Source: an optimization exercise on an open RTL-to-GDS flow (aim: small area, a short achievable clock period and few clock cycles). Production flows keep margins and buffers that such runs may drop. Function was checked by simulation only, so behaviour that the tests miss may differ from the original.

==> run M: inputs <==
## ControladorRedimensionamento
module ControladorRedimensionamento #(
    parameter LARGURA_ORIG = 320,
    parameter ALTURA_ORIG  = 240,
    parameter MAX_LARGURA  = 640,
    parameter MAX_ALTURA   = 480
)(
    input  wire        clk,
    input  wire        rst,
    input  wire        start,
    input  wire [1:0]  algoritmo,
    input  wire [1:0]  zoom_select,
    input  wire [7:0]  pixel_in,
    input  wire [7:0]  red_pixel,
    input  wire [8:0]  janela_x_inicio,
    input  wire [7:0]  janela_y_inicio,
    input  wire [10:0] janela_largura,
    input  wire [9:0]  janela_altura,
    output reg  [16:0] rom_addr,
    output reg  [16:0] ram_addr,
    output reg  [7:0]  pixel_out,
    output reg         wren,
    output reg         done
);
clock: 85.0 ns
lec_check: 0
abc_area: 1
cap_margin: 20
core_margin: 2
core_utilization: 40
cts_buf_list: sky130_fd_sc_hd__clkbuf_16
cts_cluster_diameter: 100
cts_cluster_size: 20
slew_margin: 20
run.sh (not shown) runs the stock make flow with config.mk's settings and CLKGATE_MAP_FILE= SYNTH_SCRIPT=/design/flow/synth_recipe.tcl, a recipe that flattens the netlist after the stock synthesis.
==> run K (differences from run M) <==
==> flow/flow/run.sh (new file) <==
#!/bin/bash
# Layout flow: the standard ORFS flow (standard.sh, all steps), except
# that the buffers buffer_ports puts on every input and output port are
# sky130_fd_sc_hd__buf_1 cells. The make output goes to standard_flow.log;
# ORFS keeps each step's own log under orfs/logs/.
set -euo pipefail
cd "$(dirname "${BASH_SOURCE[0]}")/.."
export BUFFER_PORTS_ARGS="-buffer_cell sky130_fd_sc_hd__buf_1"
bash standard.sh > standard_flow.log 2>&1
==> flow/standard.sh (new file) <==
#!/bin/bash
# synth_recipe.tcl (not shown) runs the flow's synth.tcl, then flattens the netlist and writes it again
# the make line also repeats each setting of config.mk as NAME=value (left out here)
make -C /OpenROAD-flow-scripts/flow DESIGN_CONFIG=/design/flow/config.mk WORK_HOME=/design/flow/orfs CLKGATE_MAP_FILE= SYNTH_SCRIPT=/design/flow/synth_recipe.tcl "${@:-finish}"
removed: flow/run.sh
==> comparison table <==
| item | run M | run K |
|---|---|---|
| Run status | no timing/DRC/antenna violations | no timing/DRC/antenna violations |
| Overall routed net length | 47.0 mm | 46.4 mm |
| Fillers | 3960 | 4089 |
| DRT met1 WL | 20.2 mm | 20.4 mm |
| Pre-CTS worst setup slack | 66360 ps | 66740 ps |
| Final HPWL from detailed placement | 36.9 mm | 36.3 mm |
| Portion of the layout cell area used by non-clock buffers | 6.22% | 2.96% |
| Finished layout cell area | 18100 sq um | 17500 sq um |
| Met2 GRT Util | 38.1% | 38.9% |
| Number of ordinary and repair buffers in the finished layout | 117 | 119 |
| Layout cell share with drive strength beyond 1 | 7.23% | 7.27% |
| Termination of the worst setup path | rom_addr[6] | rom_addr[3] |
| Routed length per instance | 18.7 microns | 18.4 microns |
| Maximum achievable frequency | 54.1 MHz | 55.2 MHz |
| Number of global-route vias before repair | 13300 | 13200 |
| Final worst clock skew | 28.9 ps | 29.0 ps |
Testbench counts of run M, summed over its fixed seeds: cycles 327,894.
Testbench counts of run K, summed over its fixed seeds: cycles 327,894.

========
==> job 7775: inputs <==
ControladorRedimensionamento, a different RTL version from the one above (not shown whole).
export LEC_CHECK = 0
export ABC_AREA = 1
export CAP_MARGIN = 20
export CORE_MARGIN = 2
export CORE_UTILIZATION = 40
export CTS_BUF_LIST = sky130_fd_sc_hd__clkbuf_16
export CTS_CLUSTER_DIAMETER = 100
export CTS_CLUSTER_SIZE = 20
export SLEW_MARGIN = 20
create_clock -name core_clock -period 85.0 [get_ports {clk}]
standard.sh (not shown) runs the stock make flow with config.mk's settings and CLKGATE_MAP_FILE= SYNTH_SCRIPT=/design/flow/synth_recipe.tcl, a recipe that flattens the netlist after the stock synthesis.
==> flow/flow/run.sh <==
#!/bin/bash
# Layout flow: the standard ORFS flow (standard.sh, all steps), except
# that the buffers buffer_ports puts on every input and output port are
# sky130_fd_sc_hd__buf_1 cells. The make output goes to standard_flow.log;
# ORFS keeps each step's own log under orfs/logs/.
set -euo pipefail
cd "$(dirname "${BASH_SOURCE[0]}")/.."
export BUFFER_PORTS_ARGS="-buffer_cell sky130_fd_sc_hd__buf_1"
bash standard.sh > standard_flow.log 2>&1
==> job 7749: changes against job 7775 <==
--- a/flow/design.v
+++ b/flow/design.v
@@ -82,21 +82,17 @@
     output reg         done
 );
     reg        st_r;
     reg [1:0]  p_alg, p_k;
     reg [8:0]  p_jx, p_w;
     reg [7:0]  p_jy, p_h;
-    reg [7:0]  rp;
     always @(posedge clk) begin
         p_alg <= algoritmo;
         p_k   <= zoom_select;
-        p_jx  <= janela_x_inicio;
-        p_jy  <= janela_y_inicio;
         p_w   <= janela_largura[8:0];
         p_h   <= janela_altura[7:0];
-        rp    <= red_pixel;
     end
     always @(posedge clk or posedge rst)
         if (rst) st_r <= 1'b0;
         else     st_r <= start;
     wire k2 = p_k[1];                  
     wire k1 = ~p_k[1] & p_k[0];        
@@ -121,19 +117,21 @@
     wire is_avg = p_alg[1];            
     reg [9:0] a_xa, a_ya, a_xr, a_yr;
     reg       a_dxy, a_dj;
     reg [9:0] b_xa, b_ya, b_xr, b_yr;
     reg       b_dxy, b_dj;
     reg       a_nn, b_v;
+    reg       fresh;                   
     wire [9:0] c_xa = a_xa;
     wire [9:0] c_ya = a_ya;
     wire [9:0] c_xr = a_xr;
     wire [9:0] c_yr = a_yr;
     wire       c_dxy = a_dxy;
     wire       c_dj = a_dj;
     wire       swap = (estado == S_IDLE) & st_r & is_nr & (a_nn == is_rep);
+    wire       a_ld = (estado == S_IDLE) & (swap | fresh);    
     wire [9:0] xa_off, ya_off;
     wire       ge_x, ge_y, lim_x, lim_y;
     rc_add #(10) u_xoff (.a(c_xa), .b(~offx), .ci(1'b1), .s(xa_off), .co(ge_x));
     rc_add #(10) u_yoff (.a(c_ya), .b(~offy), .ci(1'b1), .s(ya_off), .co(ge_y));
     rc_ge  #(10) u_xlim (.a(xa_off), .b(lfx), .ge(lim_x));
     rc_ge  #(10) u_ylim (.a(ya_off), .b(lfy), .ge(lim_y));
@@ -182,13 +180,17 @@
     wire [8:0] yabs = yabs_l;
     rc_add #(9) u_tt (.a(yabs), .b({5'd0, xabs[9:6]}), .ci(1'b0), .s(tt_l), .co(tt_h));
     rc_add #(9) u_rh (.a(yabs), .b({tt_h, tt_l[8:2]}), .ci(1'b0), .s(rh), .co(nc7));
     wire [16:0] rom_next = {rh, tt_l[1:0], xabs[5:0]};
     reg [16:0] dA;                     
     reg        dW;                     
-    reg        t3l, t1e, t2e, t3e;
+    wire [7:0] rp  = p_jx[7:0];
+    wire       t3l = p_jx[8];
+    wire       t1e = p_jy[0];
+    wire       t2e = p_jy[1];
+    wire       t3e = p_jy[2];
     wire [11:0] acc   = rom_addr[11:0];
     wire        rdone = rom_addr[12];
     wire        t1v   = rom_addr[13];
     wire        t1l   = rom_addr[14];
     wire        t2v   = rom_addr[15];
     wire        t2l   = rom_addr[16];
@@ -215,36 +217,33 @@
     wire       slow   = p_h[7];
     wire       w_dec  = t3v & t3l;
     wire       r_ok   = ~rdone & ~(slow & (t1l | t2l));
     wire       w_lastop = rdone & ~t1v & ~t2v;
     wire [11:0] sum;
     wire        nc10;
-    rc_add #(12) u_sum (.a(acc), .b({4'd0, rp}), .ci(1'b0), .s(sum), .co(nc10));
+    rc_add #(12) u_sum (.a(acc), .b({4'd0, rp & {8{t3v}}}), .ci(1'b0), .s(sum), .co(nc10));
     wire [7:0]  avg = k2 ? sum[11:4] : sum[9:2];
     wire [9:0] mul_a = in_da ? yrow : c_yr;
     wire [9:0] mul_c = in_da ? xcol : c_xr;
     wire [16:0] maddr;
     mul_acc u_mul (.a(mul_a), .b(lfx), .c(mul_c), .y(maddr));
     always @(posedge clk or posedge rst) begin
         if (rst) begin
             estado <= S_IDLE;
             done <= 1'b0;
             wren <= 1'b0;
-            a_xa <= 0; a_ya <= 0; a_xr <= 0; a_yr <= 0;
-            a_dxy <= 0; a_dj <= 0;
+            fresh <= 1'b1;
             a_nn <= 1'b0;
             b_v <= 1'b0;
         end else begin
             done <= 1'b0;
             case (estado)
                 S_IDLE: begin
                     wren <= 1'b0;
+                    fresh <= 1'b0;
                     if (swap) begin
-                        a_xa <= b_xa & {10{b_v}}; a_ya <= b_ya & {10{b_v}};
-                        a_xr <= b_xr & {10{b_v}}; a_yr <= b_yr & {10{b_v}};
-                        a_dxy <= b_dxy & b_v; a_dj <= b_dj & b_v;
                         a_nn <= ~a_nn;
                         b_v <= 1'b1;
                     end
                     if (st_r) begin
                         if (is_nr)
                             estado <= S_NR;
@@ -252,15 +251,12 @@
                             done <= 1'b1;           
                         else
                             estado <= S_DA;
                     end
                 end
                 S_NR: begin
-                    a_xa <= ax; a_ya <= ay;
-                    a_dxy <= s_dxy; a_dj <= s_dj;
-                    a_xr <= s_xr; a_yr <= s_yr;
                     wren <= dW;
                     if (g_last) estado <= S_DRAIN;
                 end
                 S_DRAIN: begin
                     wren <= dW;
                     done <= 1'b1;
@@ -276,34 +272,40 @@
             endcase
         end
     end
     reg [11:0] acc_n;
     reg        rdone_n, t1v_n, t1l_n;
     always @* begin
-        acc_n   = t3v ? (t3l ? 12'd0 : sum) : acc;
-        rdone_n = rdone;
+        acc_n   = t3l ? 12'd0 : sum;
+        rdone_n = rdone | (~w_dec & r_ok & r_final);
         t1v_n   = 1'b0;
         t1l_n   = 1'b0;
         if (!w_dec && r_ok) begin
             t1v_n = 1'b1;
             t1l_n = r_lastb;
-            if (r_final) rdone_n = 1'b1;
         end
     end
     always @(posedge clk) begin
         if (swap) begin
             b_xa <= a_xa; b_ya <= a_ya; b_xr <= a_xr; b_yr <= a_yr;
             b_dxy <= a_dxy; b_dj <= a_dj;
         end
+        if (a_ld) begin
+            a_xa <= b_xa & {10{b_v}}; a_ya <= b_ya & {10{b_v}};
+            a_xr <= b_xr & {10{b_v}}; a_yr <= b_yr & {10{b_v}};
+            a_dxy <= b_dxy & b_v; a_dj <= b_dj & b_v;
+        end else if (estado == S_NR) begin
+            a_xa <= ax; a_ya <= ay;
+            a_dxy <= s_dxy; a_dj <= s_dj;
+            a_xr <= s_xr; a_yr <= s_yr;
+        end
         ram_addr  <= (in_da & ~w_dec) ? maddr : dA;
         pixel_out <= in_da ? (is_avg ? avg : rp) : pixel_in;
         dW  <= 1'b0;
-        t3l <= 1'b0;
-        t1e <= bx_last;
-        t2e <= t1e;
-        t3e <= t2e;
+        p_jx <= janela_x_inicio;
+        p_jy <= janela_y_inicio;
         rom_addr <= rom_next;
         case (estado)
             S_IDLE: begin
                 gX <= 9'd0; gY <= 8'd0; gJ <= 4'd0;
                 dA <= 17'd0;
                 if (!is_nr) rom_addr <= 17'd0;
@@ -313,13 +315,14 @@
                 dA <= maddr;
                 dW <= c_dj;
             end
             S_DA: begin
                 rom_addr <= {t1l, t1v, t1l_n, t1v_n, rdone_n, acc_n};
                 dW  <= t2v;
-                t3l <= t2l;
+                p_jx <= {t2l, red_pixel};
+                p_jy <= {p_jy[7:3], t2e, t1e, bx_last};
                 if (w_dec) begin
                     dA <= wA1;
                 end else if (r_ok) begin
                     if (!lx_last) gJ[1:0] <= lX + 2'd1;
                     else begin
                         gJ[1:0] <= 2'd0;
CORE_UTILIZATION = 65   (was 40)
CTS_CLUSTER_DIAMETER = 120   (was 100)
CTS_CLUSTER_SIZE = 22   (was 20)
==> job 4682: changes against job 7775 <==
--- a/flow/design.v
+++ b/flow/design.v
@@ -116,24 +116,22 @@
     localparam S_IDLE = 2'd0, S_NR = 2'd1, S_DRAIN = 2'd2, S_DA = 2'd3;
     reg [1:0] estado;
     wire in_da = (estado == S_DA);
     wire is_nr  = ~p_alg[0];           
     wire is_rep = ~p_alg[1];           
     wire is_avg = p_alg[1];            
-    reg [9:0] a_xa, a_ya, a_xr, a_yr;
-    reg       a_dxy, a_dj;
-    reg [9:0] b_xa, b_ya, b_xr, b_yr;
-    reg       b_dxy, b_dj;
-    reg       a_nn, b_v;
-    wire [9:0] c_xa = a_xa;
-    wire [9:0] c_ya = a_ya;
-    wire [9:0] c_xr = a_xr;
-    wire [9:0] c_yr = a_yr;
-    wire       c_dxy = a_dxy;
-    wire       c_dj = a_dj;
-    wire       swap = (estado == S_IDLE) & st_r & is_nr & (a_nn == is_rep);
+    reg [9:0] r_xa, r_ya, r_xr, r_yr;
+    reg       r_dxy, r_dj;
+    reg [9:0] n_xa, n_ya, n_xr, n_yr;
+    reg       n_dxy, n_dj;
+    wire [9:0] c_xa = is_rep ? r_xa : n_xa;
+    wire [9:0] c_ya = is_rep ? r_ya : n_ya;
+    wire [9:0] c_xr = is_rep ? r_xr : n_xr;
+    wire [9:0] c_yr = is_rep ? r_yr : n_yr;
+    wire       c_dxy = is_rep ? r_dxy : n_dxy;
+    wire       c_dj = is_rep ? r_dj : n_dj;
     wire [9:0] xa_off, ya_off;
     wire       ge_x, ge_y, lim_x, lim_y;
     rc_add #(10) u_xoff (.a(c_xa), .b(~offx), .ci(1'b1), .s(xa_off), .co(ge_x));
     rc_add #(10) u_yoff (.a(c_ya), .b(~offy), .ci(1'b1), .s(ya_off), .co(ge_y));
     rc_ge  #(10) u_xlim (.a(xa_off), .b(lfx), .ge(lim_x));
     rc_ge  #(10) u_ylim (.a(ya_off), .b(lfy), .ge(lim_y));
@@ -226,41 +224,40 @@
     mul_acc u_mul (.a(mul_a), .b(lfx), .c(mul_c), .y(maddr));
     always @(posedge clk or posedge rst) begin
         if (rst) begin
             estado <= S_IDLE;
             done <= 1'b0;
             wren <= 1'b0;
-            a_xa <= 0; a_ya <= 0; a_xr <= 0; a_yr <= 0;
-            a_dxy <= 0; a_dj <= 0;
-            a_nn <= 1'b0;
-            b_v <= 1'b0;
+            r_xa <= 0; r_ya <= 0; r_xr <= 0; r_yr <= 0;
+            r_dxy <= 0; r_dj <= 0;
+            n_xa <= 0; n_ya <= 0; n_xr <= 0; n_yr <= 0;
+            n_dxy <= 0; n_dj <= 0;
         end else begin
             done <= 1'b0;
             case (estado)
                 S_IDLE: begin
                     wren <= 1'b0;
-                    if (swap) begin
-                        a_xa <= b_xa & {10{b_v}}; a_ya <= b_ya & {10{b_v}};
-                        a_xr <= b_xr & {10{b_v}}; a_yr <= b_yr & {10{b_v}};
-                        a_dxy <= b_dxy & b_v; a_dj <= b_dj & b_v;
-                        a_nn <= ~a_nn;
-                        b_v <= 1'b1;
-                    end
                     if (st_r) begin
                         if (is_nr)
                             estado <= S_NR;
                         else if (p_k == 2'd0)
                             done <= 1'b1;           
                         else
                             estado <= S_DA;
                     end
                 end
                 S_NR: begin
-                    a_xa <= ax; a_ya <= ay;
-                    a_dxy <= s_dxy; a_dj <= s_dj;
-                    a_xr <= s_xr; a_yr <= s_yr;
+                    if (is_rep) begin
+                        r_xa <= ax; r_ya <= ay;
+                        r_dxy <= s_dxy; r_dj <= s_dj;
+                        r_xr <= s_xr; r_yr <= s_yr;
+                    end else begin
+                        n_xa <= ax; n_ya <= ay;
+                        n_dxy <= s_dxy; n_dj <= s_dj;
+                        n_xr <= s_xr; n_yr <= s_yr;
+                    end
                     wren <= dW;
                     if (g_last) estado <= S_DRAIN;
                 end
                 S_DRAIN: begin
                     wren <= dW;
                     done <= 1'b1;
@@ -287,16 +284,12 @@
             t1v_n = 1'b1;
             t1l_n = r_lastb;
             if (r_final) rdone_n = 1'b1;
         end
     end
     always @(posedge clk) begin
-        if (swap) begin
-            b_xa <= a_xa; b_ya <= a_ya; b_xr <= a_xr; b_yr <= a_yr;
-            b_dxy <= a_dxy; b_dj <= a_dj;
-        end
         ram_addr  <= (in_da & ~w_dec) ? maddr : dA;
         pixel_out <= in_da ? (is_avg ? avg : rp) : pixel_in;
         dW  <= 1'b0;
         t3l <= 1'b0;
         t1e <= bx_last;
         t2e <= t1e;
==> summary.txt <==
Flip-flop and latch count: job 7749 < job 4682 < job 7775. Utilization: job 7749 > job 7775 > job 4682. Clock-buffer cell count is the same in job 7775 and job 4682. Critical path depth is the same in job 7749 and job 4682. Sequential share of layout area, lowest first: job 4682, job 7775, job 7749.
Testbench counts of job 7775, summed over its fixed seeds: cycles 327,894.
Testbench counts of job 7749, summed over its fixed seeds: cycles 327,894.
Testbench counts of job 4682, summed over its fixed seeds: cycles 327,894.

-- re-timing with driven ports --
The flow's constraints put no driver on any port. The routed layouts listed below were extracted and timed again, unchanged, in two steps. Step 1, drivers: a clkbuf_16 drives clk and a buf_2 each remaining input, both assumed. Step 2 adds t to the input delays and takes it off the output delays; t is the mean of the earliest and latest rising clock arrival at the registers after step 1. Input paths then give back, and output paths get back, about the clock's delay inside the block. a / b / c = no drivers / after step 1 / after step 2; a / b = the first two.
| run | shift t [ns] | setup WS [ns] | slew at the worst register clock pin (ns) | worst slew at a driven data input, ns |
|---|---|---|---|---|
| run M | 0.546 | 66.508 / 66.456 / 66.454 | 0.10 / 0.10 | 0.05 |
| run K | 0.545 | 66.881 / 66.830 / 66.811 | 0.09 / 0.09 | 0.05 |
| job 7775 | 0.540 | 66.904 / 66.853 / 67.234 | 0.10 / 0.10 | 0.05 |
| job 7749 | 0.512 | 66.987 / 66.938 / 67.449 | 0.10 / 0.10 | 0.05 |
| job 4682 | 0.551 | 66.918 / 66.866 / 66.804 | 0.09 / 0.09 | 0.04 |
After both steps setup and hold are still met in every run listed. For job 4682, which loses most, drivers alone change the setup slack by -0.052 ns; drivers and shift together by -0.114 ns. Setup slack includes reset recovery checks.
